Context: an optimization exercise on an open-source flow, tuned for small area, a short achievable clock period and few clock cycles per item. The choices shown serve that exercise and are no tape-out recipe. Function was checked by simulation only, so behaviour that the tests miss may differ from the original.

## flow/design.v (module list and top-level ports; edited modules follow where they fit)
// module des_ip: 6 lines
// module des_fp: 6 lines
// module des_pc1: 6 lines
// module des_subkey1: 6 lines
// module des_subkey2: 6 lines
// module des_subkey3: 6 lines
// module des_subkey4: 6 lines
// module des_subkey5: 6 lines
// module des_subkey6: 6 lines
// module des_subkey7: 6 lines
// module des_subkey8: 6 lines
// module des_subkey9: 6 lines
// module des_subkey10: 6 lines
// module des_subkey11: 6 lines
// module des_subkey12: 6 lines
// module des_subkey13: 6 lines
// module des_subkey14: 6 lines
// module des_subkey15: 6 lines
// module des_subkey16: 6 lines
// module des_sbk1: 79 lines
// module des_sbk2: 79 lines
// module des_sbk3: 79 lines
// module des_sbk4: 79 lines
// module des_sbk5: 79 lines
// module des_sbk6: 79 lines
// module des_sbk7: 79 lines
// module des_sbk8: 79 lines
// module des_round: 15 lines
// module des_rounds_1_4: 22 lines
// module des_rounds_5_8: 22 lines
// module des_rounds_9_12: 22 lines
// module des_rounds_13_16: 22 lines
// module des_enc: 51 lines
module des_enc (
    input         clk,
    input         rst,
    input         in_valid,
    output        in_ready,
    input  [63:0] in_block,
    input  [63:0] in_key,
    output        out_valid,
    output [63:0] out_block
);
  // ...
==> flow/flow/run.sh <==
#!/bin/bash
# Own flow: the standard layout (standard.sh), with the S-box modules replaced by
# pre-mapped gate-level netlists during synthesis (see swap.tcl).
set -euo pipefail
W=$(pwd)
export SYNTH_CANONICALIZE_TCL=$W/flow/swap.tcl
BUFFER_PORTS_ARGS="-buffer_cell sky130_fd_sc_hd__buf_1" bash standard.sh SETUP_SLACK_MARGIN=38.75 finish > $W/standard.log 2>&1 || { tail -50 $W/standard.log; exit 1; }
for f in $W/orfs/logs/*/*/*/*.log; do cp "$f" $W/ 2>/dev/null || true; done
tail -5 $W/standard.log
==> flow/flow/swap.tcl <==
# Run by ORFS's synthesis canonicalize step (SYNTH_CANONICALIZE_TCL): replace the
# behavioural S-box modules with the gate-level ones in sbk_gates.v. Registers and
# everything else go through the standard synthesis unchanged.
foreach m {des_sbk1 des_sbk2 des_sbk3 des_sbk4 des_sbk5 des_sbk6 des_sbk7 des_sbk8} {
  delete $m
}
read_verilog [file join [file dirname [info script]] sbk_gates.v]
hierarchy -check -top $::env(DESIGN_NAME)
==> flow/standard.sh <==
#!/bin/bash
# synth_recipe.tcl (not shown) runs the flow's synth.tcl, then flattens the netlist and writes it again
# the make line also repeats each setting of config.mk as NAME=value (left out here)
make -C /OpenROAD-flow-scripts/flow DESIGN_CONFIG=/design/flow/config.mk WORK_HOME=/design/flow/orfs CLKGATE_MAP_FILE= SYNTH_SCRIPT=/design/flow/synth_recipe.tcl "${@:-finish}"
==> flow/config.mk <==
export PLATFORM = sky130hd
export DESIGN_NAME = des_enc
export DESIGN_NICKNAME = des_enc
export VERILOG_FILES = /design/flow/design.v
export SDC_FILE = /design/flow/constraint.sdc
export NUM_CORES = 8
export LEC_CHECK = 0
export CAP_MARGIN = 20
export CORE_MARGIN = 2
export CORE_UTILIZATION = 40
export CTS_CLUSTER_DIAMETER = 100
export CTS_CLUSTER_SIZE = 30
export SLEW_MARGIN = 20
==> flow/constraint.sdc <==
create_clock -name core_clock -period 50.0 [get_ports {clk}]
set_input_delay 10.0000 -clock core_clock [delete_from_list [all_inputs] [get_ports {clk}]]
set_output_delay 10.0000 -clock core_clock [all_outputs]
set_load 0.01 [all_outputs]
Not shown: flow/flow/sbk_gates.v
==> reports/results.tsv, run 1 <==
stage	metric	value	unit
timing	timing.fmax	89.9	MHz
worst_hold_path	worstHoldPathCells	0	
logic_synthesis	synthesis.area	58100	um^2
timing	finClkSkew	0.0549	ns
finish	seqCellArea	11000	um^2
cts	tritoncts	yes	
placement	numPortBuffers	187	
die	row_count	139	
finish	non_clock_buffers_area_share	1.77	%
setup_path	data_required_time_at_the_worst_endpoint	40.00	ns
logic_synthesis	ys_warn_count	5	
timing	timing.final.crit_period	11.13	ns
cts	post_cts_hold_buffer_count	0	
die	die_width	385	um
logic_synthesis	synth_cells	8588	
setup_path	critPathLaunchType	flop	
setup_path	cp_buf_inv_count	1	
run_status	run_status	no timing/DRC/antenna violations	
finish	final_common_cell	nand2_1	
die	io_pins	197	
routing	maxUsedRoutingLayer	met5	
die	starting_density	40.4	%
grt	antenna_found_initial	5	
setup_path	timing.rr.start	cd0_q[44]	
grt	grt_max_degree	31	
setup_path	worst-r2r-setup-slack	39.20	ns
setup_path	worst_path_max_delay_cell	dfxtp_1	
finish	biggestCellCategory	multi-input gates	
setup_path	critical_path_arrival	1.13	ns
finish	fin_area	64000	um^2
cts	cts.clk_slew.worst_paths	0.10	ns
finish	layout.cells.non_filler	10800	
setup_path	path_cells	buf_1	
finish	insertedDiodeCount	1	
logic_synthesis	synth_seq_area_share	18.9	%
logic_synthesis	post_synth_main_area_contributors	dfxtp_1 (19%), xor2_1 (14%), xnor2_1 (11%)	
job	max_cap_viol_count	0	
finish	multi_input_gates	7590	
placement	hpwlAfterDp	197000	um
Testbench counts, summed over its fixed seeds: cycles 2,088, items 2,048.
==> run 2, diff against run 1 <==
--- a/flow/flow/sbk_gates.v
+++ b/flow/flow/sbk_gates.v
@@ -8,49 +8,52 @@
 wire [5:0] x;
 wire [3:0] y;
 wire [15:0] z;
-wire n21, n22, n23, n24, n25, n26, n27, n28, n29, n30, n33, n34, n35, n36, n39, n41, n42, n45, n49, n53;
-sky130_fd_sc_hd__xor2_1 i0 (.A(r[0]), .B(k[0]), .X(x[0]));
+wire n21, n22, n23, n24, n25, n26, n28, n29, n30, n32, n33, n34, n35, n36, n37, n38, n41, n42, n45, n47, n49, n50, n51;
+sky130_fd_sc_hd__xnor2_1 i0 (.A(r[0]), .B(k[0]), .Y(x[0]));
 sky130_fd_sc_hd__xnor2_1 i1 (.A(r[1]), .B(k[1]), .Y(x[1]));
-sky130_fd_sc_hd__xnor2_1 i2 (.A(r[2]), .B(k[2]), .Y(x[2]));
+sky130_fd_sc_hd__xor2_1 i2 (.A(r[2]), .B(k[2]), .X(x[2]));
 sky130_fd_sc_hd__xor2_1 i3 (.A(r[3]), .B(k[3]), .X(x[3]));
-sky130_fd_sc_hd__xor2_1 i4 (.A(r[4]), .B(k[4]), .X(x[4]));
+sky130_fd_sc_hd__xnor2_1 i4 (.A(r[4]), .B(k[4]), .Y(x[4]));
 sky130_fd_sc_hd__xnor2_1 i5 (.A(r[5]), .B(k[5]), .Y(x[5]));
-sky130_fd_sc_hd__clkinv_1 g0 (.A(x[2]), .Y(n21));
-sky130_fd_sc_hd__nor2_1 g1 (.A(x[2]), .B(x[0]), .Y(n22));
-sky130_fd_sc_hd__xnor2_1 g2 (.A(x[2]), .B(x[0]), .Y(n23));
-sky130_fd_sc_hd__nor2_1 g3 (.A(x[5]), .B(n23), .Y(n24));
-sky130_fd_sc_hd__nand2_1 g4 (.A(x[5]), .B(x[2]), .Y(n25));
-sky130_fd_sc_hd__xnor2_1 g5 (.A(x[5]), .B(x[2]), .Y(n26));
-sky130_fd_sc_hd__nor2_1 g6 (.A(x[3]), .B(x[0]), .Y(n27));
-sky130_fd_sc_hd__nand2_1 g7 (.A(x[3]), .B(x[0]), .Y(n28));
-sky130_fd_sc_hd__nor2_1 g8 (.A(n21), .B(n28), .Y(n29));
-sky130_fd_sc_hd__nor2_1 g9 (.A(n27), .B(n29), .Y(n30));
-sky130_fd_sc_hd__o21ai_0 g10 (.A1(n22), .A2(n26), .B1(n30), .Y(z[09]));
-sky130_fd_sc_hd__a21oi_1 g11 (.A1(x[5]), .A2(z[09]), .B1(n24), .Y(z[00]));
+sky130_fd_sc_hd__clkinv_1 g0 (.A(x[0]), .Y(n21));
+sky130_fd_sc_hd__nor2_1 g1 (.A(x[2]), .B(n21), .Y(n22));
+sky130_fd_sc_hd__nand2b_1 g2 (.A_N(x[2]), .B(x[5]), .Y(n23));
+sky130_fd_sc_hd__nor2_1 g3 (.A(x[2]), .B(x[0]), .Y(n24));
+sky130_fd_sc_hd__o21ai_0 g4 (.A1(x[5]), .A2(n24), .B1(n23), .Y(n25));
+sky130_fd_sc_hd__xnor2_1 g5 (.A(x[2]), .B(x[0]), .Y(n26));
+sky130_fd_sc_hd__o21a_1 g6 (.A1(x[3]), .A2(n25), .B1(n26), .X(z[00]));
+sky130_fd_sc_hd__nor2_1 g7 (.A(x[3]), .B(n21), .Y(n28));
+sky130_fd_sc_hd__a21oi_1 g8 (.A1(x[2]), .A2(n21), .B1(n28), .Y(n29));
+sky130_fd_sc_hd__nand2_1 g9 (.A(x[5]), .B(n26), .Y(n30));
+sky130_fd_sc_hd__o21ai_0 g10 (.A1(x[5]), .A2(n29), .B1(n30), .Y(z[01]));
+sky130_fd_sc_hd__nor2b_1 g11 (.A(x[0]), .B_N(x[3]), .Y(n32));
 sky130_fd_sc_hd__nor2b_1 g12 (.A(x[3]), .B_N(x[5]), .Y(n33));
-sky130_fd_sc_hd__nand2b_1 g13 (.A_N(x[5]), .B(x[3]), .Y(n34));
-sky130_fd_sc_hd__nand2b_1 g14 (.A_N(n33), .B(n34), .Y(n35));
-sky130_fd_sc_hd__and2_0 g15 (.A(x[0]), .B(n35), .X(n36));
-sky130_fd_sc_hd__o22a_1 g16 (.A1(n30), .A2(n33), .B1(n36), .B2(x[2]), .X(z[01]));
-sky130_fd_sc_hd__o22ai_1 g17 (.A1(x[3]), .A2(x[0]), .B1(n24), .B2(n26), .Y(z[02]));
-sky130_fd_sc_hd__xor2_1 g18 (.A(x[3]), .B(n26), .X(n39));
-sky130_fd_sc_hd__nor2_1 g19 (.A(n29), .B(n39), .Y(z[13]));
-sky130_fd_sc_hd__o21a_1 g20 (.A1(n24), .A2(n26), .B1(z[13]), .X(n41));
-sky130_fd_sc_hd__a32o_1 g21 (.A1(x[3]), .A2(x[0]), .A3(n25), .B1(n33), .B2(n23), .X(n42));
-sky130_fd_sc_hd__nor2_1 g22 (.A(n41), .B(n42), .Y(z[03]));
-sky130_fd_sc_hd__o21ai_0 g23 (.A1(x[3]), .A2(n26), .B1(n23), .Y(z[04]));
-sky130_fd_sc_hd__a21oi_1 g24 (.A1(x[5]), .A2(x[2]), .B1(x[0]), .Y(n45));
-sky130_fd_sc_hd__a22o_1 g25 (.A1(x[0]), .A2(n26), .B1(n34), .B2(n45), .X(z[05]));
-sky130_fd_sc_hd__o21ai_0 g26 (.A1(x[0]), .A2(n39), .B1(n28), .Y(z[06]));
-sky130_fd_sc_hd__or2_0 g27 (.A(n24), .B(n42), .X(z[10]));
-sky130_fd_sc_hd__nor2_1 g28 (.A(n35), .B(z[10]), .Y(n49));
-sky130_fd_sc_hd__a21oi_1 g29 (.A1(n21), .A2(n36), .B1(n49), .Y(z[07]));
-sky130_fd_sc_hd__nor2_1 g30 (.A(n36), .B(n41), .Y(z[08]));
-sky130_fd_sc_hd__o21ai_0 g31 (.A1(x[5]), .A2(z[01]), .B1(n25), .Y(z[11]));
-sky130_fd_sc_hd__nand2_1 g32 (.A(x[0]), .B(n33), .Y(n53));
-sky130_fd_sc_hd__o21ai_0 g33 (.A1(n30), .A2(n33), .B1(n53), .Y(z[12]));
-sky130_fd_sc_hd__a21oi_1 g34 (.A1(x[5]), .A2(n27), .B1(z[10]), .Y(z[14]));
-sky130_fd_sc_hd__a21o_1 g35 (.A1(x[5]), .A2(n22), .B1(n36), .X(z[15]));
+sky130_fd_sc_hd__nor2b_1 g13 (.A(x[5]), .B_N(x[3]), .Y(n34));
+sky130_fd_sc_hd__nor2_1 g14 (.A(n33), .B(n34), .Y(n35));
+sky130_fd_sc_hd__nor2_1 g15 (.A(x[2]), .B(n35), .Y(n36));
+sky130_fd_sc_hd__o22ai_1 g16 (.A1(n22), .A2(n34), .B1(n35), .B2(x[2]), .Y(n37));
+sky130_fd_sc_hd__clkinv_1 g17 (.A(n37), .Y(n38));
+sky130_fd_sc_hd__o21ai_0 g18 (.A1(x[3]), .A2(n25), .B1(n37), .Y(z[09]));
+sky130_fd_sc_hd__a21o_1 g19 (.A1(x[0]), .A2(z[09]), .B1(n32), .X(z[02]));
+sky130_fd_sc_hd__a21oi_1 g20 (.A1(x[2]), .A2(n21), .B1(n35), .Y(n41));
+sky130_fd_sc_hd__a22oi_1 g21 (.A1(n23), .A2(n32), .B1(n33), .B2(n26), .Y(n42));
+sky130_fd_sc_hd__o21ai_0 g22 (.A1(x[5]), .A2(n26), .B1(n42), .Y(z[14]));
+sky130_fd_sc_hd__a21oi_1 g23 (.A1(n35), .A2(z[14]), .B1(n41), .Y(z[03]));
+sky130_fd_sc_hd__a21oi_1 g24 (.A1(x[3]), .A2(n24), .B1(n28), .Y(n45));
+sky130_fd_sc_hd__o21ai_0 g25 (.A1(z[01]), .A2(n38), .B1(n45), .Y(z[13]));
+sky130_fd_sc_hd__nand2_1 g26 (.A(x[5]), .B(z[13]), .Y(n47));
+sky130_fd_sc_hd__o21ai_0 g27 (.A1(x[5]), .A2(n26), .B1(n47), .Y(z[04]));
+sky130_fd_sc_hd__nor2_1 g28 (.A(x[0]), .B(n35), .Y(n49));
+sky130_fd_sc_hd__nor2b_1 g29 (.A(n49), .B_N(x[2]), .Y(n50));
+sky130_fd_sc_hd__nor2_1 g30 (.A(n33), .B(n45), .Y(n51));
+sky130_fd_sc_hd__nor2_1 g31 (.A(n50), .B(n51), .Y(z[05]));
+sky130_fd_sc_hd__o21ai_0 g32 (.A1(x[3]), .A2(n21), .B1(n25), .Y(z[06]));
+sky130_fd_sc_hd__nand2_1 g33 (.A(n37), .B(n42), .Y(z[07]));
+sky130_fd_sc_hd__a21oi_1 g34 (.A1(n21), .A2(n33), .B1(n51), .Y(z[08]));
+sky130_fd_sc_hd__nor2_1 g35 (.A(n36), .B(z[14]), .Y(z[10]));
+sky130_fd_sc_hd__a31oi_1 g36 (.A1(x[5]), .A2(x[2]), .A3(x[0]), .B1(n49), .Y(z[11]));
+sky130_fd_sc_hd__o21ai_0 g37 (.A1(x[0]), .A2(n35), .B1(n37), .Y(z[12]));
+sky130_fd_sc_hd__o21a_1 g38 (.A1(x[5]), .A2(z[05]), .B1(n23), .X(z[15]));
 wire na, nb, d0, d1, d2, d3;
 sky130_fd_sc_hd__clkinv_1 ia (.A(x[1]), .Y(na));
 sky130_fd_sc_hd__clkinv_1 ib (.A(x[4]), .Y(nb));
@@ -74,10 +77,10 @@
 sky130_fd_sc_hd__a222oi_1 a3 (.A1(d0), .A2(z[0]), .B1(d1), .B2(z[4]), .C1(d2), .C2(z[8]), .Y(p3));
 sky130_fd_sc_hd__nand2_1 b3 (.A(d3), .B(z[12]), .Y(q3));
 sky130_fd_sc_hd__nand2_1 c3 (.A(p3), .B(q3), .Y(y[3]));
-sky130_fd_sc_hd__xnor2_1 o0 (.A(l[0]), .B(y[0]), .Y(o[0]));
+sky130_fd_sc_hd__xor2_1 o0 (.A(l[0]), .B(y[0]), .X(o[0]));
 sky130_fd_sc_hd__xnor2_1 o1 (.A(l[1]), .B(y[1]), .Y(o[1]));
 sky130_fd_sc_hd__xor2_1 o2 (.A(l[2]), .B(y[2]), .X(o[2]));
-sky130_fd_sc_hd__xor2_1 o3 (.A(l[3]), .B(y[3]), .X(o[3]));
+sky130_fd_sc_hd__xnor2_1 o3 (.A(l[3]), .B(y[3]), .Y(o[3]));
 endmodule
 
 module des_sbk2 (r, k, l, o);
@@ -301,62 +304,61 @@
 wire [5:0] x;
 wire [3:0] y;
 wire [15:0] z;
-wire n21, n22, n23, n24, n25, n26, n27, n28, n29, n30, n33, n34, n36, n37, n39, n40, n42, n43, n45, n46, n48, n50, n53, n56, n57, n59, n62;
+wire n21, n22, n23, n24, n25, n26, n27, n28, n29, n30, n32, n33, n34, n35, n36, n38, n39, n42, n44, n46, n47, n49, n53, n54, n55, n57;
 sky130_fd_sc_hd__xor2_1 i0 (.A(r[0]), .B(k[0]), .X(x[0]));
 sky130_fd_sc_hd__xnor2_1 i1 (.A(r[1]), .B(k[1]), .Y(x[1]));
 sky130_fd_sc_hd__xor2_1 i2 (.A(r[2]), .B(k[2]), .X(x[2]));
 sky130_fd_sc_hd__xor2_1 i3 (.A(r[3]), .B(k[3]), .X(x[3]));
 sky130_fd_sc_hd__xnor2_1 i4 (.A(r[4]), .B(k[4]), .Y(x[4]));
 sky130_fd_sc_hd__xnor2_1 i5 (.A(r[5]), .B(k[5]), .Y(x[5]));
-sky130_fd_sc_hd__nand2_1 g0 (.A(x[3]), .B(x[0]), .Y(n21));
-sky130_fd_sc_hd__nor2_1 g1 (.A(x[5]), .B(x[1]), .Y(n22));
-sky130_fd_sc_hd__nand2_1 g2 (.A(x[5]), .B(x[1]), .Y(n23));
-sky130_fd_sc_hd__nor2b_1 g3 (.A(n22), .B_N(n23), .Y(n24));
-sky130_fd_sc_hd__nand2b_1 g4 (.A_N(n22), .B(n23), .Y(n25));
-sky130_fd_sc_hd__nor2_1 g5 (.A(n21), .B(n24), .Y(n26));
-sky130_fd_sc_hd__nand2_1 g6 (.A(x[0]), .B(n22), .Y(n27));
-sky130_fd_sc_hd__nand2b_1 g7 (.A_N(x[0]), .B(x[5]), .Y(n28));
-sky130_fd_sc_hd__xor2_1 g8 (.A(x[3]), .B(x[0]), .X(n29));
-sky130_fd_sc_hd__nor2_1 g9 (.A(x[1]), .B(n28), .Y(n30));
-sky130_fd_sc_hd__a221o_1 g10 (.A1(x[0]), .A2(n22), .B1(n28), .B2(n29), .C1(n30), .X(z[04]));
-sky130_fd_sc_hd__a21oi_1 g11 (.A1(n27), .A2(z[04]), .B1(n26), .Y(z[00]));
-sky130_fd_sc_hd__or3_1 g12 (.A(x[3]), .B(x[0]), .C(n25), .X(n33));
-sky130_fd_sc_hd__nand2_1 g13 (.A(x[1]), .B(n29), .Y(n34));
-sky130_fd_sc_hd__nand3_1 g14 (.A(n27), .B(n33), .C(n34), .Y(z[01]));
-sky130_fd_sc_hd__nand2_1 g15 (.A(x[5]), .B(n21), .Y(n36));
-sky130_fd_sc_hd__nor2_1 g16 (.A(x[1]), .B(n29), .Y(n37));
-sky130_fd_sc_hd__a21oi_1 g17 (.A1(x[5]), .A2(n21), .B1(n37), .Y(z[02]));
-sky130_fd_sc_hd__a21oi_1 g18 (.A1(n25), .A2(n28), .B1(x[3]), .Y(n39));
-sky130_fd_sc_hd__nand2b_1 g19 (.A_N(x[1]), .B(x[3]), .Y(n40));
-sky130_fd_sc_hd__a22oi_1 g20 (.A1(x[3]), .A2(n30), .B1(n36), .B2(n40), .Y(z[10]));
-sky130_fd_sc_hd__nand2b_1 g21 (.A_N(z[10]), .B(n23), .Y(n42));
-sky130_fd_sc_hd__nand2b_1 g22 (.A_N(n39), .B(n42), .Y(n43));
-sky130_fd_sc_hd__nand2_1 g23 (.A(n33), .B(n43), .Y(z[05]));
-sky130_fd_sc_hd__nor2_1 g24 (.A(n22), .B(z[05]), .Y(n45));
-sky130_fd_sc_hd__nor2_1 g25 (.A(x[5]), .B(n21), .Y(n46));
-sky130_fd_sc_hd__nor2_1 g26 (.A(n45), .B(n46), .Y(z[03]));
-sky130_fd_sc_hd__nand2_1 g27 (.A(n24), .B(n29), .Y(n48));
-sky130_fd_sc_hd__o21ai_0 g28 (.A1(n30), .A2(z[02]), .B1(n48), .Y(z[06]));
-sky130_fd_sc_hd__nand2_1 g29 (.A(x[0]), .B(n24), .Y(n50));
-sky130_fd_sc_hd__o21ai_0 g30 (.A1(x[0]), .A2(n43), .B1(n50), .Y(z[07]));
-sky130_fd_sc_hd__a32oi_1 g31 (.A1(x[1]), .A2(n33), .A3(n43), .B1(n37), .B2(n28), .Y(z[08]));
-sky130_fd_sc_hd__o21ai_0 g32 (.A1(n23), .A2(n29), .B1(n48), .Y(n53));
-sky130_fd_sc_hd__nand2b_1 g33 (.A_N(n53), .B(n27), .Y(z[13]));
-sky130_fd_sc_hd__clkinv_1 g34 (.A(z[13]), .Y(z[09]));
-sky130_fd_sc_hd__nor2_1 g35 (.A(x[3]), .B(n23), .Y(n56));
-sky130_fd_sc_hd__nor2_1 g36 (.A(n46), .B(n56), .Y(n57));
-sky130_fd_sc_hd__o21ai_0 g37 (.A1(x[1]), .A2(z[07]), .B1(n57), .Y(z[11]));
-sky130_fd_sc_hd__o21ai_0 g38 (.A1(x[3]), .A2(n37), .B1(n25), .Y(n59));
-sky130_fd_sc_hd__o21ai_0 g39 (.A1(x[3]), .A2(n50), .B1(n59), .Y(z[12]));
-sky130_fd_sc_hd__a21oi_1 g40 (.A1(n34), .A2(n42), .B1(n39), .Y(z[14]));
-sky130_fd_sc_hd__a21oi_1 g41 (.A1(n40), .A2(n50), .B1(n37), .Y(n62));
-sky130_fd_sc_hd__nor2_1 g42 (.A(n56), .B(n62), .Y(z[15]));
+sky130_fd_sc_hd__clkinv_1 g0 (.A(x[5]), .Y(n21));
+sky130_fd_sc_hd__clkinv_1 g1 (.A(x[0]), .Y(n22));
+sky130_fd_sc_hd__nor2_1 g2 (.A(n21), .B(x[4]), .Y(n23));
+sky130_fd_sc_hd__nand2_1 g3 (.A(x[1]), .B(x[0]), .Y(n24));
+sky130_fd_sc_hd__nor2_1 g4 (.A(x[1]), .B(x[0]), .Y(n25));
+sky130_fd_sc_hd__xor2_1 g5 (.A(x[1]), .B(x[0]), .X(n26));
+sky130_fd_sc_hd__xnor2_1 g6 (.A(x[5]), .B(x[4]), .Y(n27));
+sky130_fd_sc_hd__nor2_1 g7 (.A(n26), .B(n27), .Y(n28));
+sky130_fd_sc_hd__nor2_1 g8 (.A(x[1]), .B(n28), .Y(n29));
+sky130_fd_sc_hd__xor2_1 g9 (.A(x[4]), .B(n24), .X(n30));
+sky130_fd_sc_hd__o32ai_1 g10 (.A1(n21), .A2(x[4]), .A3(x[1]), .B1(n29), .B2(n30), .Y(z[00]));
+sky130_fd_sc_hd__nor2_1 g11 (.A(n21), .B(n25), .Y(n32));
+sky130_fd_sc_hd__nand2_1 g12 (.A(x[5]), .B(n26), .Y(n33));
+sky130_fd_sc_hd__nor3_1 g13 (.A(x[5]), .B(x[1]), .C(x[0]), .Y(n34));
+sky130_fd_sc_hd__and3_1 g14 (.A(n21), .B(x[4]), .C(x[0]), .X(n35));
+sky130_fd_sc_hd__nor2_1 g15 (.A(n34), .B(n35), .Y(n36));
+sky130_fd_sc_hd__nand2_1 g16 (.A(n33), .B(n36), .Y(z[01]));
+sky130_fd_sc_hd__and2_0 g17 (.A(n26), .B(n27), .X(n38));
+sky130_fd_sc_hd__nor2_1 g18 (.A(n28), .B(n38), .Y(n39));
+sky130_fd_sc_hd__clkinv_1 g19 (.A(n39), .Y(z[13]));
+sky130_fd_sc_hd__a21oi_1 g20 (.A1(n24), .A2(n39), .B1(n23), .Y(z[02]));
+sky130_fd_sc_hd__nor2_1 g21 (.A(n30), .B(n32), .Y(n42));
+sky130_fd_sc_hd__a21oi_1 g22 (.A1(n23), .A2(n26), .B1(n42), .Y(z[04]));
+sky130_fd_sc_hd__clkinv_1 g23 (.A(z[04]), .Y(n44));
+sky130_fd_sc_hd__a31oi_1 g24 (.A1(x[5]), .A2(x[4]), .A3(x[1]), .B1(n44), .Y(z[03]));
+sky130_fd_sc_hd__nand2_1 g25 (.A(x[0]), .B(n30), .Y(n46));
+sky130_fd_sc_hd__clkinv_1 g26 (.A(n46), .Y(n47));
+sky130_fd_sc_hd__a22o_1 g27 (.A1(n21), .A2(x[1]), .B1(n29), .B2(n36), .X(z[12]));
+sky130_fd_sc_hd__a21oi_1 g28 (.A1(z[04]), .A2(n46), .B1(z[12]), .Y(n49));
+sky130_fd_sc_hd__nor2_1 g29 (.A(n38), .B(n49), .Y(z[05]));
+sky130_fd_sc_hd__or2_0 g30 (.A(n23), .B(n49), .X(z[10]));
+sky130_fd_sc_hd__a21oi_1 g31 (.A1(n22), .A2(z[10]), .B1(n47), .Y(z[06]));
+sky130_fd_sc_hd__o21ai_0 g32 (.A1(x[5]), .A2(x[1]), .B1(x[0]), .Y(n53));
+sky130_fd_sc_hd__nor2_1 g33 (.A(n27), .B(n53), .Y(n54));
+sky130_fd_sc_hd__nor2_1 g34 (.A(n34), .B(n54), .Y(n55));
+sky130_fd_sc_hd__nand2_1 g35 (.A(n33), .B(n55), .Y(z[07]));
+sky130_fd_sc_hd__a21oi_1 g36 (.A1(x[5]), .A2(x[1]), .B1(n39), .Y(n57));
+sky130_fd_sc_hd__nor2_1 g37 (.A(n54), .B(n57), .Y(z[08]));
+sky130_fd_sc_hd__a21oi_1 g38 (.A1(z[04]), .A2(n46), .B1(n35), .Y(z[09]));
+sky130_fd_sc_hd__o22ai_1 g39 (.A1(x[5]), .A2(x[1]), .B1(z[02]), .B2(n47), .Y(z[11]));
+sky130_fd_sc_hd__o22ai_1 g40 (.A1(x[0]), .A2(n57), .B1(z[08]), .B2(n46), .Y(z[14]));
+sky130_fd_sc_hd__o21a_1 g41 (.A1(x[0]), .A2(z[00]), .B1(n55), .X(z[15]));
 wire na, nb, d0, d1, d2, d3;
 sky130_fd_sc_hd__clkinv_1 ia (.A(x[2]), .Y(na));
-sky130_fd_sc_hd__clkinv_1 ib (.A(x[4]), .Y(nb));
-sky130_fd_sc_hd__nor2_1 e0 (.A(x[2]), .B(x[4]), .Y(d0));
+sky130_fd_sc_hd__clkinv_1 ib (.A(x[3]), .Y(nb));
+sky130_fd_sc_hd__nor2_1 e0 (.A(x[2]), .B(x[3]), .Y(d0));
 sky130_fd_sc_hd__nor2_1 e1 (.A(x[2]), .B(nb), .Y(d1));
-sky130_fd_sc_hd__nor2_1 e2 (.A(na), .B(x[4]), .Y(d2));
+sky130_fd_sc_hd__nor2_1 e2 (.A(na), .B(x[3]), .Y(d2));
 sky130_fd_sc_hd__nor2_1 e3 (.A(na), .B(nb), .Y(d3));
 wire p0, q0;
 sky130_fd_sc_hd__a222oi_1 a0 (.A1(d0), .A2(z[3]), .B1(d1), .B2(z[7]), .C1(d2), .C2(z[11]), .Y(p0));
@@ -376,8 +378,8 @@
 sky130_fd_sc_hd__nand2_1 c3 (.A(p3), .B(q3), .Y(y[3]));
 sky130_fd_sc_hd__xor2_1 o0 (.A(l[0]), .B(y[0]), .X(o[0]));
 sky130_fd_sc_hd__xor2_1 o1 (.A(l[1]), .B(y[1]), .X(o[1]));
-sky130_fd_sc_hd__xor2_1 o2 (.A(l[2]), .B(y[2]), .X(o[2]));
-sky130_fd_sc_hd__xor2_1 o3 (.A(l[3]), .B(y[3]), .X(o[3]));
+sky130_fd_sc_hd__xnor2_1 o2 (.A(l[2]), .B(y[2]), .Y(o[2]));
+sky130_fd_sc_hd__xnor2_1 o3 (.A(l[3]), .B(y[3]), .Y(o[3]));
 endmodule
 
 module des_sbk6 (r, k, l, o);
@@ -388,56 +390,54 @@
 wire [5:0] x;
 wire [3:0] y;
 wire [15:0] z;
-wire n21, n22, n23, n24, n25, n26, n29, n30, n31, n33, n34, n35, n36, n37, n38, n40, n41, n43, n44, n46, n47;
+wire n21, n22, n23, n24, n25, n26, n27, n29, n30, n31, n32, n33, n34, n36, n37, n38, n40, n42, n44;
 sky130_fd_sc_hd__xnor2_1 i0 (.A(r[0]), .B(k[0]), .Y(x[0]));
 sky130_fd_sc_hd__xor2_1 i1 (.A(r[1]), .B(k[1]), .X(x[1]));
 sky130_fd_sc_hd__xnor2_1 i2 (.A(r[2]), .B(k[2]), .Y(x[2]));
 sky130_fd_sc_hd__xor2_1 i3 (.A(r[3]), .B(k[3]), .X(x[3]));
-sky130_fd_sc_hd__xor2_1 i4 (.A(r[4]), .B(k[4]), .X(x[4]));
+sky130_fd_sc_hd__xnor2_1 i4 (.A(r[4]), .B(k[4]), .Y(x[4]));
 sky130_fd_sc_hd__xnor2_1 i5 (.A(r[5]), .B(k[5]), .Y(x[5]));
-sky130_fd_sc_hd__nor2_1 g0 (.A(x[5]), .B(x[2]), .Y(n21));
-sky130_fd_sc_hd__nand2_1 g1 (.A(x[5]), .B(x[2]), .Y(n22));
-sky130_fd_sc_hd__nand2b_1 g2 (.A_N(n21), .B(n22), .Y(n23));
-sky130_fd_sc_hd__nor2_1 g3 (.A(x[0]), .B(n23), .Y(n24));
-sky130_fd_sc_hd__nand2_1 g4 (.A(x[1]), .B(x[0]), .Y(n25));
-sky130_fd_sc_hd__nor2b_1 g5 (.A(n25), .B_N(n23), .Y(n26));
-sky130_fd_sc_hd__nor2_1 g6 (.A(n24), .B(n26), .Y(z[04]));
-sky130_fd_sc_hd__o31ai_1 g7 (.A1(x[5]), .A2(x[1]), .A3(x[0]), .B1(z[04]), .Y(z[00]));
-sky130_fd_sc_hd__nand2_1 g8 (.A(x[1]), .B(n21), .Y(n29));
-sky130_fd_sc_hd__xnor2_1 g9 (.A(x[1]), .B(x[0]), .Y(n30));
-sky130_fd_sc_hd__xor2_1 g10 (.A(n23), .B(n30), .X(n31));
-sky130_fd_sc_hd__a21oi_1 g11 (.A1(x[1]), .A2(n21), .B1(n31), .Y(z[01]));
-sky130_fd_sc_hd__nand3_1 g12 (.A(x[5]), .B(x[2]), .C(x[0]), .Y(n33));
-sky130_fd_sc_hd__nand2_1 g13 (.A(n29), .B(n33), .Y(n34));
-sky130_fd_sc_hd__nor2_1 g14 (.A(x[2]), .B(x[0]), .Y(n35));
-sky130_fd_sc_hd__clkinv_1 g15 (.A(n35), .Y(n36));
-sky130_fd_sc_hd__nor2b_1 g16 (.A(n35), .B_N(x[5]), .Y(n37));
-sky130_fd_sc_hd__nor3_1 g17 (.A(x[1]), .B(n23), .C(n37), .Y(n38));
-sky130_fd_sc_hd__nor2_1 g18 (.A(n34), .B(n38), .Y(z[02]));
-sky130_fd_sc_hd__nor2_1 g19 (.A(x[1]), .B(n22), .Y(n40));
-sky130_fd_sc_hd__nand2_1 g20 (.A(x[5]), .B(n30), .Y(n41));
-sky130_fd_sc_hd__o21a_1 g21 (.A1(n30), .A2(n37), .B1(n41), .X(z[05]));
-sky130_fd_sc_hd__nor2b_1 g22 (.A(n23), .B_N(z[05]), .Y(n43));
-sky130_fd_sc_hd__nor2_1 g23 (.A(n35), .B(n43), .Y(n44));
-sky130_fd_sc_hd__nor3_1 g24 (.A(n35), .B(n40), .C(n43), .Y(z[03]));
-sky130_fd_sc_hd__nor2_1 g25 (.A(n21), .B(n31), .Y(n46));
-sky130_fd_sc_hd__nand2_1 g26 (.A(n25), .B(n46), .Y(n47));
-sky130_fd_sc_hd__o21ai_0 g27 (.A1(x[5]), .A2(z[02]), .B1(n47), .Y(z[06]));
-sky130_fd_sc_hd__xnor2_1 g28 (.A(x[0]), .B(n46), .Y(z[07]));
-sky130_fd_sc_hd__nand2b_1 g29 (.A_N(n26), .B(n47), .Y(z[08]));
-sky130_fd_sc_hd__nand2_1 g30 (.A(n25), .B(z[02]), .Y(z[09]));
-sky130_fd_sc_hd__a21oi_1 g31 (.A1(n31), .A2(n36), .B1(n24), .Y(z[10]));
-sky130_fd_sc_hd__a21oi_1 g32 (.A1(z[00]), .A2(n41), .B1(n40), .Y(z[15]));
-sky130_fd_sc_hd__o21ai_0 g33 (.A1(x[1]), .A2(x[0]), .B1(z[15]), .Y(z[11]));
-sky130_fd_sc_hd__o21bai_1 g34 (.A1(n31), .A2(n35), .B1_N(n38), .Y(z[12]));
-sky130_fd_sc_hd__nor2_1 g35 (.A(n34), .B(n43), .Y(z[13]));
-sky130_fd_sc_hd__o21a_1 g36 (.A1(n24), .A2(n44), .B1(n47), .X(z[14]));
+sky130_fd_sc_hd__nand2_1 g0 (.A(x[5]), .B(x[2]), .Y(n21));
+sky130_fd_sc_hd__xor2_1 g1 (.A(x[5]), .B(x[2]), .X(n22));
+sky130_fd_sc_hd__nand2_1 g2 (.A(x[4]), .B(n22), .Y(n23));
+sky130_fd_sc_hd__nor2_1 g3 (.A(x[2]), .B(x[1]), .Y(n24));
+sky130_fd_sc_hd__or2_0 g4 (.A(x[2]), .B(x[1]), .X(n25));
+sky130_fd_sc_hd__and2_0 g5 (.A(x[4]), .B(n25), .X(n26));
+sky130_fd_sc_hd__nand2_1 g6 (.A(x[4]), .B(n25), .Y(n27));
+sky130_fd_sc_hd__o21ai_0 g7 (.A1(n22), .A2(n26), .B1(n23), .Y(z[00]));
+sky130_fd_sc_hd__nand2_1 g8 (.A(x[5]), .B(n24), .Y(n29));
+sky130_fd_sc_hd__xnor2_1 g9 (.A(x[4]), .B(x[1]), .Y(n30));
+sky130_fd_sc_hd__nor2_1 g10 (.A(n21), .B(n30), .Y(n31));
+sky130_fd_sc_hd__nor2_1 g11 (.A(n24), .B(n31), .Y(n32));
+sky130_fd_sc_hd__nand2_1 g12 (.A(n22), .B(n30), .Y(n33));
+sky130_fd_sc_hd__nand2_1 g13 (.A(n32), .B(n33), .Y(n34));
+sky130_fd_sc_hd__nand2_1 g14 (.A(n29), .B(n34), .Y(z[01]));
+sky130_fd_sc_hd__nor3b_1 g15 (.A(x[1]), .B(n22), .C_N(x[4]), .Y(n36));
+sky130_fd_sc_hd__nand2_1 g16 (.A(x[2]), .B(x[1]), .Y(n37));
+sky130_fd_sc_hd__nand4_1 g17 (.A(x[4]), .B(n32), .C(n33), .D(n37), .Y(n38));
+sky130_fd_sc_hd__o21ai_0 g18 (.A1(n32), .A2(n36), .B1(n38), .Y(z[02]));
+sky130_fd_sc_hd__nand2_1 g19 (.A(n25), .B(n37), .Y(n40));
+sky130_fd_sc_hd__xnor2_1 g20 (.A(x[5]), .B(n40), .Y(z[12]));
+sky130_fd_sc_hd__nor2_1 g21 (.A(x[4]), .B(z[12]), .Y(n42));
+sky130_fd_sc_hd__a22oi_1 g22 (.A1(x[4]), .A2(n37), .B1(n42), .B2(n25), .Y(z[03]));
+sky130_fd_sc_hd__nand2b_1 g23 (.A_N(z[12]), .B(x[2]), .Y(n44));
+sky130_fd_sc_hd__nand2_1 g24 (.A(n33), .B(n44), .Y(z[04]));
+sky130_fd_sc_hd__nor2_1 g25 (.A(z[02]), .B(n42), .Y(z[05]));
+sky130_fd_sc_hd__o21a_1 g26 (.A1(n22), .A2(n30), .B1(n23), .X(z[08]));
+sky130_fd_sc_hd__a21o_1 g27 (.A1(n21), .A2(z[08]), .B1(n31), .X(z[15]));
+sky130_fd_sc_hd__a21oi_1 g28 (.A1(z[12]), .A2(z[15]), .B1(n36), .Y(z[06]));
+sky130_fd_sc_hd__nand2_1 g29 (.A(n29), .B(z[08]), .Y(z[07]));
+sky130_fd_sc_hd__a31oi_1 g30 (.A1(n29), .A2(n44), .A3(z[08]), .B1(n26), .Y(z[13]));
+sky130_fd_sc_hd__o21ai_0 g31 (.A1(x[2]), .A2(z[13]), .B1(z[01]), .Y(z[09]));
+sky130_fd_sc_hd__o211ai_1 g32 (.A1(x[4]), .A2(z[12]), .B1(n38), .C1(n21), .Y(z[10]));
+sky130_fd_sc_hd__a21boi_0 g33 (.A1(n27), .A2(z[06]), .B1_N(n44), .Y(z[11]));
+sky130_fd_sc_hd__a21o_1 g34 (.A1(n22), .A2(z[04]), .B1(n36), .X(z[14]));
 wire na, nb, d0, d1, d2, d3;
-sky130_fd_sc_hd__clkinv_1 ia (.A(x[3]), .Y(na));
-sky130_fd_sc_hd__clkinv_1 ib (.A(x[4]), .Y(nb));
-sky130_fd_sc_hd__nor2_1 e0 (.A(x[3]), .B(x[4]), .Y(d0));
-sky130_fd_sc_hd__nor2_1 e1 (.A(x[3]), .B(nb), .Y(d1));
-sky130_fd_sc_hd__nor2_1 e2 (.A(na), .B(x[4]), .Y(d2));
+sky130_fd_sc_hd__clkinv_1 ia (.A(x[0]), .Y(na));
+sky130_fd_sc_hd__clkinv_1 ib (.A(x[3]), .Y(nb));
+sky130_fd_sc_hd__nor2_1 e0 (.A(x[0]), .B(x[3]), .Y(d0));
+sky130_fd_sc_hd__nor2_1 e1 (.A(x[0]), .B(nb), .Y(d1));
+sky130_fd_sc_hd__nor2_1 e2 (.A(na), .B(x[3]), .Y(d2));
 sky130_fd_sc_hd__nor2_1 e3 (.A(na), .B(nb), .Y(d3));
 wire p0, q0;
 sky130_fd_sc_hd__a222oi_1 a0 (.A1(d0), .A2(z[3]), .B1(d1), .B2(z[7]), .C1(d2), .C2(z[11]), .Y(p0));
@@ -456,8 +456,8 @@
 sky130_fd_sc_hd__nand2_1 b3 (.A(d3), .B(z[12]), .Y(q3));
 sky130_fd_sc_hd__nand2_1 c3 (.A(p3), .B(q3), .Y(y[3]));
 sky130_fd_sc_hd__xor2_1 o0 (.A(l[0]), .B(y[0]), .X(o[0]));
-sky130_fd_sc_hd__xor2_1 o1 (.A(l[1]), .B(y[1]), .X(o[1]));
-sky130_fd_sc_hd__xnor2_1 o2 (.A(l[2]), .B(y[2]), .Y(o[2]));
+sky130_fd_sc_hd__xnor2_1 o1 (.A(l[1]), .B(y[1]), .Y(o[1]));
+sky130_fd_sc_hd__xor2_1 o2 (.A(l[2]), .B(y[2]), .X(o[2]));
 sky130_fd_sc_hd__xnor2_1 o3 (.A(l[3]), .B(y[3]), .Y(o[3]));
 endmodule
 
@@ -469,55 +469,54 @@
 wire [5:0] x;
 wire [3:0] y;
 wire [15:0] z;
-wire n21, n22, n23, n24, n25, n26, n27, n28, n29, n30, n31, n32, n35, n38, n39, n40, n42, n43, n46, n50, n56;
+wire n21, n22, n23, n24, n25, n26, n27, n28, n29, n30, n31, n33, n34, n36, n37, n40, n41, n45, n48, n52;
 sky130_fd_sc_hd__xor2_1 i0 (.A(r[0]), .B(k[0]), .X(x[0]));
 sky130_fd_sc_hd__xor2_1 i1 (.A(r[1]), .B(k[1]), .X(x[1]));
-sky130_fd_sc_hd__xor2_1 i2 (.A(r[2]), .B(k[2]), .X(x[2]));
-sky130_fd_sc_hd__xor2_1 i3 (.A(r[3]), .B(k[3]), .X(x[3]));
+sky130_fd_sc_hd__xnor2_1 i2 (.A(r[2]), .B(k[2]), .Y(x[2]));
+sky130_fd_sc_hd__xnor2_1 i3 (.A(r[3]), .B(k[3]), .Y(x[3]));
 sky130_fd_sc_hd__xor2_1 i4 (.A(r[4]), .B(k[4]), .X(x[4]));
 sky130_fd_sc_hd__xor2_1 i5 (.A(r[5]), .B(k[5]), .X(x[5]));
-sky130_fd_sc_hd__clkinv_1 g0 (.A(x[1]), .Y(n21));
-sky130_fd_sc_hd__nor2_1 g1 (.A(x[1]), .B(x[0]), .Y(n22));
-sky130_fd_sc_hd__nand2_1 g2 (.A(x[3]), .B(n22), .Y(n23));
-sky130_fd_sc_hd__nand2_1 g3 (.A(x[5]), .B(x[3]), .Y(n24));
-sky130_fd_sc_hd__nand2_1 g4 (.A(x[1]), .B(x[0]), .Y(n25));
-sky130_fd_sc_hd__nor2b_1 g5 (.A(n22), .B_N(n25), .Y(n26));
-sky130_fd_sc_hd__nand2b_1 g6 (.A_N(n22), .B(n25), .Y(n27));
-sky130_fd_sc_hd__or2_0 g7 (.A(x[5]), .B(x[3]), .X(n28));
-sky130_fd_sc_hd__nand2_1 g8 (.A(n24), .B(n28), .Y(n29));
+sky130_fd_sc_hd__nand2_1 g0 (.A(x[3]), .B(x[1]), .Y(n21));
+sky130_fd_sc_hd__xnor2_1 g1 (.A(x[3]), .B(x[1]), .Y(n22));
+sky130_fd_sc_hd__nand2_1 g2 (.A(x[5]), .B(x[3]), .Y(n23));
+sky130_fd_sc_hd__nand2b_1 g3 (.A_N(x[1]), .B(x[2]), .Y(n24));
+sky130_fd_sc_hd__nand3_1 g4 (.A(x[5]), .B(x[3]), .C(n24), .Y(n25));
+sky130_fd_sc_hd__nor2_1 g5 (.A(x[5]), .B(n22), .Y(n26));
+sky130_fd_sc_hd__and2_0 g6 (.A(x[5]), .B(n22), .X(n27));
+sky130_fd_sc_hd__a21oi_1 g7 (.A1(x[1]), .A2(n26), .B1(n27), .Y(n28));
+sky130_fd_sc_hd__nor2_1 g8 (.A(x[2]), .B(n28), .Y(n29));
 sky130_fd_sc_hd__nor2_1 g9 (.A(n26), .B(n29), .Y(n30));
-sky130_fd_sc_hd__o21ai_0 g10 (.A1(x[5]), .A2(x[0]), .B1(n24), .Y(n31));
-sky130_fd_sc_hd__nand3_1 g11 (.A(n26), .B(n29), .C(n31), .Y(n32));
-sky130_fd_sc_hd__nor2b_1 g12 (.A(n30), .B_N(n32), .Y(z[14]));
-sky130_fd_sc_hd__o21a_1 g13 (.A1(n27), .A2(n28), .B1(z[14]), .X(z[03]));
-sky130_fd_sc_hd__a21o_1 g14 (.A1(x[5]), .A2(x[3]), .B1(z[03]), .X(n35));
-sky130_fd_sc_hd__o21ai_0 g15 (.A1(n22), .A2(n35), .B1(n23), .Y(z[00]));
-sky130_fd_sc_hd__xnor2_1 g16 (.A(n27), .B(n31), .Y(z[01]));
-sky130_fd_sc_hd__nor2b_1 g17 (.A(x[3]), .B_N(x[5]), .Y(n38));
-sky130_fd_sc_hd__nand2_1 g18 (.A(x[0]), .B(n38), .Y(n39));
-sky130_fd_sc_hd__nand2b_1 g19 (.A_N(x[0]), .B(x[1]), .Y(n40));
-sky130_fd_sc_hd__nand3_1 g20 (.A(z[03]), .B(n39), .C(n40), .Y(z[08]));
-sky130_fd_sc_hd__o21ai_0 g21 (.A1(x[0]), .A2(n24), .B1(n23), .Y(n42));
-sky130_fd_sc_hd__a21oi_1 g22 (.A1(x[0]), .A2(n38), .B1(n42), .Y(n43));
-sky130_fd_sc_hd__o21ai_0 g23 (.A1(n28), .A2(n40), .B1(n43), .Y(z[06]));
-sky130_fd_sc_hd__nand2_1 g24 (.A(z[08]), .B(z[06]), .Y(z[02]));
-sky130_fd_sc_hd__nand2_1 g25 (.A(x[1]), .B(n38), .Y(n46));
-sky130_fd_sc_hd__nand2_1 g26 (.A(z[08]), .B(n46), .Y(z[12]));
-sky130_fd_sc_hd__a21oi_1 g27 (.A1(n40), .A2(z[12]), .B1(n42), .Y(z[04]));
-sky130_fd_sc_hd__o21ai_0 g28 (.A1(z[03]), .A2(n38), .B1(n46), .Y(z[05]));
-sky130_fd_sc_hd__nand3_1 g29 (.A(x[5]), .B(n39), .C(n40), .Y(n50));
-sky130_fd_sc_hd__o21ai_0 g30 (.A1(x[5]), .A2(n27), .B1(n50), .Y(z[07]));
-sky130_fd_sc_hd__a21oi_1 g31 (.A1(n21), .A2(n43), .B1(n30), .Y(z[09]));
-sky130_fd_sc_hd__a21oi_1 g32 (.A1(n27), .A2(n43), .B1(n29), .Y(z[10]));
-sky130_fd_sc_hd__o21ai_0 g33 (.A1(z[07]), .A2(z[09]), .B1(n32), .Y(z[11]));
-sky130_fd_sc_hd__nand2_1 g34 (.A(n25), .B(n35), .Y(z[13]));
-sky130_fd_sc_hd__o211ai_1 g35 (.A1(x[5]), .A2(x[0]), .B1(n39), .C1(x[1]), .Y(n56));
-sky130_fd_sc_hd__o21ai_0 g36 (.A1(x[1]), .A2(n29), .B1(n56), .Y(z[15]));
+sky130_fd_sc_hd__nand2_1 g10 (.A(n25), .B(n30), .Y(n31));
+sky130_fd_sc_hd__clkinv_1 g11 (.A(n31), .Y(z[08]));
+sky130_fd_sc_hd__nand2b_1 g12 (.A_N(x[2]), .B(x[1]), .Y(n33));
+sky130_fd_sc_hd__o21ai_0 g13 (.A1(x[2]), .A2(n23), .B1(n33), .Y(n34));
+sky130_fd_sc_hd__a21oi_1 g14 (.A1(n22), .A2(z[08]), .B1(n34), .Y(z[00]));
+sky130_fd_sc_hd__nand2_1 g15 (.A(n24), .B(n33), .Y(n36));
+sky130_fd_sc_hd__and2_0 g16 (.A(n23), .B(n36), .X(n37));
+sky130_fd_sc_hd__or2_0 g17 (.A(n27), .B(n37), .X(z[01]));
+sky130_fd_sc_hd__o21a_1 g18 (.A1(x[5]), .A2(n36), .B1(n28), .X(z[09]));
+sky130_fd_sc_hd__nand2b_1 g19 (.A_N(n28), .B(n36), .Y(n40));
+sky130_fd_sc_hd__nand2_1 g20 (.A(x[2]), .B(n23), .Y(n41));
+sky130_fd_sc_hd__a21oi_1 g21 (.A1(x[2]), .A2(n23), .B1(n29), .Y(z[14]));
+sky130_fd_sc_hd__a22oi_1 g22 (.A1(x[2]), .A2(n26), .B1(n30), .B2(n41), .Y(z[06]));
+sky130_fd_sc_hd__a22oi_1 g23 (.A1(n24), .A2(z[09]), .B1(n40), .B2(z[06]), .Y(z[02]));
+sky130_fd_sc_hd__a21oi_1 g24 (.A1(x[2]), .A2(n27), .B1(n26), .Y(n45));
+sky130_fd_sc_hd__a21oi_1 g25 (.A1(x[2]), .A2(n45), .B1(n29), .Y(z[11]));
+sky130_fd_sc_hd__o21ai_0 g26 (.A1(x[2]), .A2(n23), .B1(z[11]), .Y(z[03]));
+sky130_fd_sc_hd__nand2_1 g27 (.A(x[5]), .B(n36), .Y(n48));
+sky130_fd_sc_hd__and2_0 g28 (.A(n30), .B(n48), .X(z[05]));
+sky130_fd_sc_hd__a21oi_1 g29 (.A1(n21), .A2(z[05]), .B1(n37), .Y(z[15]));
+sky130_fd_sc_hd__clkinv_1 g30 (.A(z[15]), .Y(z[04]));
+sky130_fd_sc_hd__a21oi_1 g31 (.A1(n21), .A2(z[06]), .B1(z[01]), .Y(n52));
+sky130_fd_sc_hd__a21oi_1 g32 (.A1(x[5]), .A2(n36), .B1(n52), .Y(z[07]));
+sky130_fd_sc_hd__o21ai_0 g33 (.A1(z[00]), .A2(n37), .B1(n41), .Y(z[10]));
+sky130_fd_sc_hd__o21a_1 g34 (.A1(x[5]), .A2(z[06]), .B1(n48), .X(z[12]));
+sky130_fd_sc_hd__nand2_1 g35 (.A(n33), .B(n45), .Y(z[13]));
 wire na, nb, d0, d1, d2, d3;
-sky130_fd_sc_hd__clkinv_1 ia (.A(x[2]), .Y(na));
+sky130_fd_sc_hd__clkinv_1 ia (.A(x[0]), .Y(na));
 sky130_fd_sc_hd__clkinv_1 ib (.A(x[4]), .Y(nb));
-sky130_fd_sc_hd__nor2_1 e0 (.A(x[2]), .B(x[4]), .Y(d0));
-sky130_fd_sc_hd__nor2_1 e1 (.A(x[2]), .B(nb), .Y(d1));
+sky130_fd_sc_hd__nor2_1 e0 (.A(x[0]), .B(x[4]), .Y(d0));
+sky130_fd_sc_hd__nor2_1 e1 (.A(x[0]), .B(nb), .Y(d1));
 sky130_fd_sc_hd__nor2_1 e2 (.A(na), .B(x[4]), .Y(d2));
 sky130_fd_sc_hd__nor2_1 e3 (.A(na), .B(nb), .Y(d3));
 wire p0, q0;
@@ -536,10 +535,10 @@
 sky130_fd_sc_hd__a222oi_1 a3 (.A1(d0), .A2(z[0]), .B1(d1), .B2(z[4]), .C1(d2), .C2(z[8]), .Y(p3));
 sky130_fd_sc_hd__nand2_1 b3 (.A(d3), .B(z[12]), .Y(q3));
 sky130_fd_sc_hd__nand2_1 c3 (.A(p3), .B(q3), .Y(y[3]));
-sky130_fd_sc_hd__xnor2_1 o0 (.A(l[0]), .B(y[0]), .Y(o[0]));
+sky130_fd_sc_hd__xor2_1 o0 (.A(l[0]), .B(y[0]), .X(o[0]));
 sky130_fd_sc_hd__xnor2_1 o1 (.A(l[1]), .B(y[1]), .Y(o[1]));
 sky130_fd_sc_hd__xor2_1 o2 (.A(l[2]), .B(y[2]), .X(o[2]));
-sky130_fd_sc_hd__xor2_1 o3 (.A(l[3]), .B(y[3]), .X(o[3]));
+sky130_fd_sc_hd__xnor2_1 o3 (.A(l[3]), .B(y[3]), .Y(o[3]));
 endmodule
 
 module des_sbk8 (r, k, l, o);
@@ -550,49 +549,50 @@
 wire [5:0] x;
 wire [3:0] y;
 wire [15:0] z;
-wire n21, n22, n23, n24, n25, n27, n28, n30, n31, n32, n33, n34, n37, n38, n40, n42, n43, n44, n46, n49;
+wire n21, n22, n23, n24, n25, n26, n27, n28, n30, n32, n33, n34, n35, n36, n39, n42, n43, n44, n46, n49, n54;
 sky130_fd_sc_hd__xor2_1 i0 (.A(r[0]), .B(k[0]), .X(x[0]));
 sky130_fd_sc_hd__xnor2_1 i1 (.A(r[1]), .B(k[1]), .Y(x[1]));
 sky130_fd_sc_hd__xor2_1 i2 (.A(r[2]), .B(k[2]), .X(x[2]));
-sky130_fd_sc_hd__xor2_1 i3 (.A(r[3]), .B(k[3]), .X(x[3]));
-sky130_fd_sc_hd__xor2_1 i4 (.A(r[4]), .B(k[4]), .X(x[4]));
-sky130_fd_sc_hd__xor2_1 i5 (.A(r[5]), .B(k[5]), .X(x[5]));
-sky130_fd_sc_hd__nor2b_1 g0 (.A(x[2]), .B_N(x[4]), .Y(n21));
-sky130_fd_sc_hd__nand2b_1 g1 (.A_N(x[3]), .B(x[4]), .Y(n22));
-sky130_fd_sc_hd__nor2_1 g2 (.A(x[2]), .B(n22), .Y(n23));
-sky130_fd_sc_hd__nand2b_1 g3 (.A_N(x[4]), .B(x[3]), .Y(n24));
-sky130_fd_sc_hd__o21ai_0 g4 (.A1(x[2]), .A2(n24), .B1(n22), .Y(n25));
-sky130_fd_sc_hd__xnor2_1 g5 (.A(x[1]), .B(n25), .Y(z[05]));
-sky130_fd_sc_hd__and2_0 g6 (.A(x[3]), .B(n21), .X(n27));
-sky130_fd_sc_hd__nor2_1 g7 (.A(z[05]), .B(n27), .Y(n28));
-sky130_fd_sc_hd__nor2_1 g8 (.A(n23), .B(n28), .Y(z[00]));
-sky130_fd_sc_hd__nor2_1 g9 (.A(x[2]), .B(x[1]), .Y(n30));
-sky130_fd_sc_hd__or2_0 g10 (.A(x[2]), .B(x[1]), .X(n31));
-sky130_fd_sc_hd__nor2_1 g11 (.A(x[3]), .B(x[1]), .Y(n32));
-sky130_fd_sc_hd__nand2b_1 g12 (.A_N(x[4]), .B(x[2]), .Y(n33));
-sky130_fd_sc_hd__a21oi_1 g13 (.A1(n22), .A2(n33), .B1(n32), .Y(n34));
-sky130_fd_sc_hd__a21oi_1 g14 (.A1(n24), .A2(n30), .B1(n34), .Y(z[09]));
-sky130_fd_sc_hd__clkinv_1 g15 (.A(z[09]), .Y(z[01]));
-sky130_fd_sc_hd__nor2b_1 g16 (.A(n21), .B_N(n33), .Y(n37));
-sky130_fd_sc_hd__nor2_1 g17 (.A(x[1]), .B(n37), .Y(n38));
-sky130_fd_sc_hd__a31oi_1 g18 (.A1(x[1]), .A2(n22), .A3(n24), .B1(n38), .Y(z[02]));
-sky130_fd_sc_hd__nand2_1 g19 (.A(x[3]), .B(x[1]), .Y(n40));
-sky130_fd_sc_hd__xnor2_1 g20 (.A(n37), .B(n40), .Y(z[13]));
-sky130_fd_sc_hd__nand2_1 g21 (.A(x[1]), .B(z[13]), .Y(n42));
-sky130_fd_sc_hd__nor2_1 g22 (.A(x[1]), .B(n27), .Y(n43));
-sky130_fd_sc_hd__o21ai_0 g23 (.A1(x[3]), .A2(n21), .B1(n43), .Y(n44));
-sky130_fd_sc_hd__nand2_1 g24 (.A(n42), .B(n44), .Y(z[03]));
-sky130_fd_sc_hd__nor2_1 g25 (.A(n30), .B(z[02]), .Y(n46));
-sky130_fd_sc_hd__nor2_1 g26 (.A(n23), .B(n46), .Y(z[10]));
-sky130_fd_sc_hd__o22ai_1 g27 (.A1(x[1]), .A2(n37), .B1(z[10]), .B2(n27), .Y(z[04]));
-sky130_fd_sc_hd__nor2_1 g28 (.A(x[1]), .B(z[09]), .Y(n49));
-sky130_fd_sc_hd__o21ai_0 g29 (.A1(x[1]), .A2(z[09]), .B1(n42), .Y(z[06]));
-sky130_fd_sc_hd__nor2b_1 g30 (.A(n34), .B_N(n44), .Y(z[07]));
-sky130_fd_sc_hd__a21oi_1 g31 (.A1(z[05]), .A2(n31), .B1(n27), .Y(z[11]));
-sky130_fd_sc_hd__a21oi_1 g32 (.A1(n44), .A2(z[10]), .B1(n49), .Y(z[14]));
-sky130_fd_sc_hd__a31oi_1 g33 (.A1(x[3]), .A2(x[1]), .A3(n37), .B1(n28), .Y(z[15]));
-sky130_fd_sc_hd__nand2_1 g34 (.A(n42), .B(n44), .Y(z[08]));
-sky130_fd_sc_hd__nor2b_1 g35 (.A(n34), .B_N(n44), .Y(z[12]));
+sky130_fd_sc_hd__xnor2_1 i3 (.A(r[3]), .B(k[3]), .Y(x[3]));
+sky130_fd_sc_hd__xnor2_1 i4 (.A(r[4]), .B(k[4]), .Y(x[4]));
+sky130_fd_sc_hd__xnor2_1 i5 (.A(r[5]), .B(k[5]), .Y(x[5]));
+sky130_fd_sc_hd__nor2_1 g0 (.A(x[4]), .B(x[2]), .Y(n21));
+sky130_fd_sc_hd__a21oi_1 g1 (.A1(x[3]), .A2(x[1]), .B1(x[4]), .Y(n22));
+sky130_fd_sc_hd__a21oi_1 g2 (.A1(x[4]), .A2(x[3]), .B1(n22), .Y(n23));
+sky130_fd_sc_hd__nand2b_1 g3 (.A_N(n23), .B(x[1]), .Y(n24));
+sky130_fd_sc_hd__nand2_1 g4 (.A(x[4]), .B(x[2]), .Y(n25));
+sky130_fd_sc_hd__nor2_1 g5 (.A(x[1]), .B(n25), .Y(n26));
+sky130_fd_sc_hd__nor3_1 g6 (.A(x[4]), .B(x[2]), .C(x[1]), .Y(n27));
+sky130_fd_sc_hd__nor2_1 g7 (.A(n26), .B(n27), .Y(n28));
+sky130_fd_sc_hd__nand2_1 g8 (.A(n24), .B(n28), .Y(z[06]));
+sky130_fd_sc_hd__nor3b_1 g9 (.A(x[3]), .B(x[2]), .C_N(x[1]), .Y(n30));
+sky130_fd_sc_hd__o21bai_1 g10 (.A1(n21), .A2(z[06]), .B1_N(n30), .Y(z[00]));
+sky130_fd_sc_hd__xor2_1 g11 (.A(x[3]), .B(x[1]), .X(n32));
+sky130_fd_sc_hd__nand2_1 g12 (.A(x[3]), .B(n21), .Y(n33));
+sky130_fd_sc_hd__nor2_1 g13 (.A(x[2]), .B(n23), .Y(n34));
+sky130_fd_sc_hd__nor3_1 g14 (.A(x[2]), .B(x[1]), .C(n23), .Y(n35));
+sky130_fd_sc_hd__nor2_1 g15 (.A(n26), .B(n30), .Y(n36));
+sky130_fd_sc_hd__o21ai_0 g16 (.A1(x[4]), .A2(n32), .B1(n36), .Y(z[15]));
+sky130_fd_sc_hd__o21ai_0 g17 (.A1(n35), .A2(z[15]), .B1(n33), .Y(z[04]));
+sky130_fd_sc_hd__o21ai_0 g18 (.A1(x[4]), .A2(n32), .B1(z[04]), .Y(n39));
+sky130_fd_sc_hd__nand2_1 g19 (.A(n24), .B(n39), .Y(z[01]));
+sky130_fd_sc_hd__xor2_1 g20 (.A(x[2]), .B(n23), .X(z[02]));
+sky130_fd_sc_hd__nor2_1 g21 (.A(n32), .B(n34), .Y(n42));
+sky130_fd_sc_hd__and3_1 g22 (.A(x[4]), .B(x[2]), .C(x[1]), .X(n43));
+sky130_fd_sc_hd__a21oi_1 g23 (.A1(x[3]), .A2(n21), .B1(n43), .Y(n44));
+sky130_fd_sc_hd__o21ai_0 g24 (.A1(n32), .A2(n34), .B1(n44), .Y(z[03]));
+sky130_fd_sc_hd__a21oi_1 g25 (.A1(x[2]), .A2(n23), .B1(n35), .Y(n46));
+sky130_fd_sc_hd__nand2_1 g26 (.A(n44), .B(n46), .Y(z[13]));
+sky130_fd_sc_hd__clkinv_1 g27 (.A(z[13]), .Y(z[05]));
+sky130_fd_sc_hd__nand2_1 g28 (.A(x[1]), .B(z[02]), .Y(n49));
+sky130_fd_sc_hd__o21ai_0 g29 (.A1(x[1]), .A2(z[03]), .B1(n49), .Y(z[07]));
+sky130_fd_sc_hd__nand2_1 g30 (.A(n28), .B(n49), .Y(z[09]));
+sky130_fd_sc_hd__o211ai_1 g31 (.A1(x[1]), .A2(n25), .B1(n33), .C1(n24), .Y(z[14]));
+sky130_fd_sc_hd__o21ai_0 g32 (.A1(n42), .A2(z[14]), .B1(n46), .Y(z[10]));
+sky130_fd_sc_hd__nand2_1 g33 (.A(x[4]), .B(x[1]), .Y(n54));
+sky130_fd_sc_hd__nand2_1 g34 (.A(n39), .B(n54), .Y(z[11]));
+sky130_fd_sc_hd__o21ai_0 g35 (.A1(n32), .A2(n34), .B1(n44), .Y(z[08]));
+sky130_fd_sc_hd__o21ai_0 g36 (.A1(x[1]), .A2(z[03]), .B1(n49), .Y(z[12]));
 wire na, nb, d0, d1, d2, d3;
 sky130_fd_sc_hd__clkinv_1 ia (.A(x[0]), .Y(na));
 sky130_fd_sc_hd__clkinv_1 ib (.A(x[5]), .Y(nb));
@@ -616,9 +616,9 @@
 sky130_fd_sc_hd__a222oi_1 a3 (.A1(d0), .A2(z[0]), .B1(d1), .B2(z[4]), .C1(d2), .C2(z[8]), .Y(p3));
 sky130_fd_sc_hd__nand2_1 b3 (.A(d3), .B(z[12]), .Y(q3));
 sky130_fd_sc_hd__nand2_1 c3 (.A(p3), .B(q3), .Y(y[3]));
-sky130_fd_sc_hd__xor2_1 o0 (.A(l[0]), .B(y[0]), .X(o[0]));
-sky130_fd_sc_hd__xor2_1 o1 (.A(l[1]), .B(y[1]), .X(o[1]));
-sky130_fd_sc_hd__xnor2_1 o2 (.A(l[2]), .B(y[2]), .Y(o[2]));
-sky130_fd_sc_hd__xnor2_1 o3 (.A(l[3]), .B(y[3]), .Y(o[3]));
+sky130_fd_sc_hd__xnor2_1 o0 (.A(l[0]), .B(y[0]), .Y(o[0]));
+sky130_fd_sc_hd__xnor2_1 o1 (.A(l[1]), .B(y[1]), .Y(o[1]));
+sky130_fd_sc_hd__xor2_1 o2 (.A(l[2]), .B(y[2]), .X(o[2]));
+sky130_fd_sc_hd__xor2_1 o3 (.A(l[3]), .B(y[3]), .X(o[3]));
 endmodule
 
==> reports/results.tsv, run 2 <==
stage	metric	value	unit	change
logic_synthesis	ys_warn_count	5		unchanged
setup_path	cp_num_cells	1		
job	max_cap_viol_count	0		unchanged
setup_path	data_required_time_at_the_worst_endpoint	40.00	ns	about the same
cts	cts.clk_slew.worst_paths	0.11	ns	about the same
logic_synthesis	synth-adder-area-share	0	%	
run_status	run_status	no timing/DRC/antenna violations		
placement	place.detailed.instances	10700		
worst_hold_path	worstHoldPathCells	0		unchanged
logic_synthesis	synth.top_cell.area_share	19.0	%	
logic_synthesis	dominant_combinational_cell_family_by_area_after_synthesis	compound AO/OA/AOI/OAI gates		
logic_synthesis	synth_seq_area_share	19.0	%	+0.046 points
timing	timing.final.crit_period	11.17	ns	+0.0419 ns
routing	vias_per_cell	5.97		
routing	avgRoutedWirePerCell	22.5	um	
worst_hold_path	min_delay_worst_endpoint	cd3_q[45]		
logic_synthesis	synthesis.area	57900	um^2	-0.24%
setup_path	critical_path_arrival	1.17	ns	+0.04 ns
placement	numPortBuffers	187		unchanged
placement	hpwlAfterDp	200000	um	+1.2%
die	core_region_area	144000	um^2	
placement	place.gp.congestion	1.05		
logic_synthesis	share_of_flip_flops_with_an_asynchronous_set_or_reset	0	%	
logic_synthesis	synth_seq_cells	549		
setup_path	criticalPathCategory	reg2out		
setup_path	worst_path_max_delay_cell	dfxtp_1		
timing	hold_viol_final	0		
routing	drt-initial-drc-count	8930		
routing	detail-route-antenna-nets	0		
timing	finClkSkew	0.0454	ns	-0.00959 ns
grt	track_usage	31.3	%	
timing	max_slew_margin	19.7	%	
grt	antenna_found_initial	1		-4
routing	wl_met2	110000	um	
setup_path	worstPathMaxFanout	1		
setup_path	critPathLaunchType	flop		
cts	ctsLongestPathBuffers	3		
logic_synthesis	mappedNetlistNets	8719		
routing	maxUsedRoutingLayer	met5		
timing	worst_hold_slack	0.432	ns	
setup_path	cp_buf_inv_count	1		unchanged
routing	totalWireLength	243000	um	
logic_synthesis	synth_cells	8588		unchanged
setup_path	timing.rr.start	lr3_q[21]		
logic_synthesis	post_synth_main_area_contributors	dfxtp_1 (19%), xnor2_1 (13%), xor2_1 (12%)		
logic_synthesis	cell_taking_the_most_area_after_synthesis	dfxtp_1		
finish	layout.cells.non_filler	10800		+0.11%
logic_synthesis	synthesis.area_per_instance	6.75	um^2	
grt	grt_max_degree	31		unchanged
setup_path	path_delay_family	flip-flops		
die	die_width	385	um	-0.12%
setup_path	path_cells	buf_1		
setup_path	worst-r2r-setup-slack	39.17	ns	-0.03 ns
die	starting_density	40.3	%	-0.049 points
cts	tritoncts_num_sinks	549		
cts	tritoncts	yes		
die	io_pins	197		unchanged
timing	timing.fmax	89.5	MHz	-0.38%
finish	fin_area	64900	um^2	+1.5%
die	die_h	385	um	
worst_hold_path	worstHoldPathType	reg2reg		
timing	setup_violations	0		
finish	final_common_cell	nand2_1		
placement	placement.cell_area	61500	um^2	
die	row_count	139		unchanged
cts	cts.repair_timing.setup_buffer_count	0		
run 2: cell types whose count changed in the layout (fill, tap and decap cells not counted), sizes merged, moves of 80 or more:
cell	before	now
xnor2	736	848
clkinv	461	546
nor2b	245	117
nor2	1232	1152
xor2	928	816
nand2b	256	112
run 2: worst max-delay path by stage:
stage	startpoint	to	slack, ns
after floorplan	out_q[0]	out_block[0]	39.67
after global placement	cd1_q[18]	lr2_q[9]	38.22
after detailed placement	cd1_q[18]	lr2_q[9]	38.39
after CTS	lr1_q[4]	lr2_q[23]	38.72
after global routing	lr1_q[4]	lr2_q[23]	38.70
final	out_q[41]	out_block[41]	38.83
run 2: area by class of cell:
class	count	area, um^2
fill	14600	78700
antenna	1	2.50
clock buffer	46	1130
clock inverter	29	677
sequential	549	11000
inverter	528	1980
tap	1903	2380
multi-input combinational	7510	46600
timing repair buffer	246	1140
run 2: stage by stage:
stage / setup slack [ns] / utilization (%)
floorplan: 39.67 / -
global placement: 38.22 / 42.8
detailed placement: 38.39 / 42.8
CTS: 38.72 / 44.1
global route: 38.70 / 45.2
finish: 38.83 / 45.2
run 2: what timing repair did:
| action | in CTS | in global routing |
|---|---|---|
| pin swaps | 0 | 0 |
| hold buffers | 0 | 0 |
| gates cloned | 0 | 0 |
| setup endpoints to repair | 21 | 128 |
| gates resized for setup | 11 | 208 |
run 2: cell families (layout without fill, tap and decap cells):
family	after synthesis	after routing
AO/OA/AOI/OAI	2416	2416
AND/OR/NAND/NOR	3429	3429
XOR/XNOR	1664	1664
other	1	2
buffers and inverters	529	849
flip-flops	549	549
run 2: layer usage:
layer  vias up  track usage (%)
met2      3579             51.9
met1     29300             33.4
met3       833             3.45
met4         2             33.9
li1      30800                -
met5         -                0

separate check: timing with driven ports:
The results above use ideal ports. As a check the final layouts listed here were re-extracted and re-timed, cells and wires unchanged. Step 1 sets driving cells, clkbuf_16 on the clock port and buf_2 on the other inputs (assumed; they add their load-dependent delay and slew). Step 2 also shifts input and output timing later by t, the mid clock arrival at the registers, as if the neighbouring blocks saw the same clock. a / b / c = no drivers / after step 1 / after step 2; a / b = the first two.
| run | t (ns) | setup slack, ns | worst setup path at the end | worst slew at a driven data input, ns |
|---|---|---|---|---|
| run 1 | 0.720 | 38.871 / 38.794 / 39.198 | register to register | 0.05 |
| run 2 | 0.746 | 38.829 / 38.750 / 39.172 | register to register | 0.05 |
After both steps setup and hold are still met in every run listed.
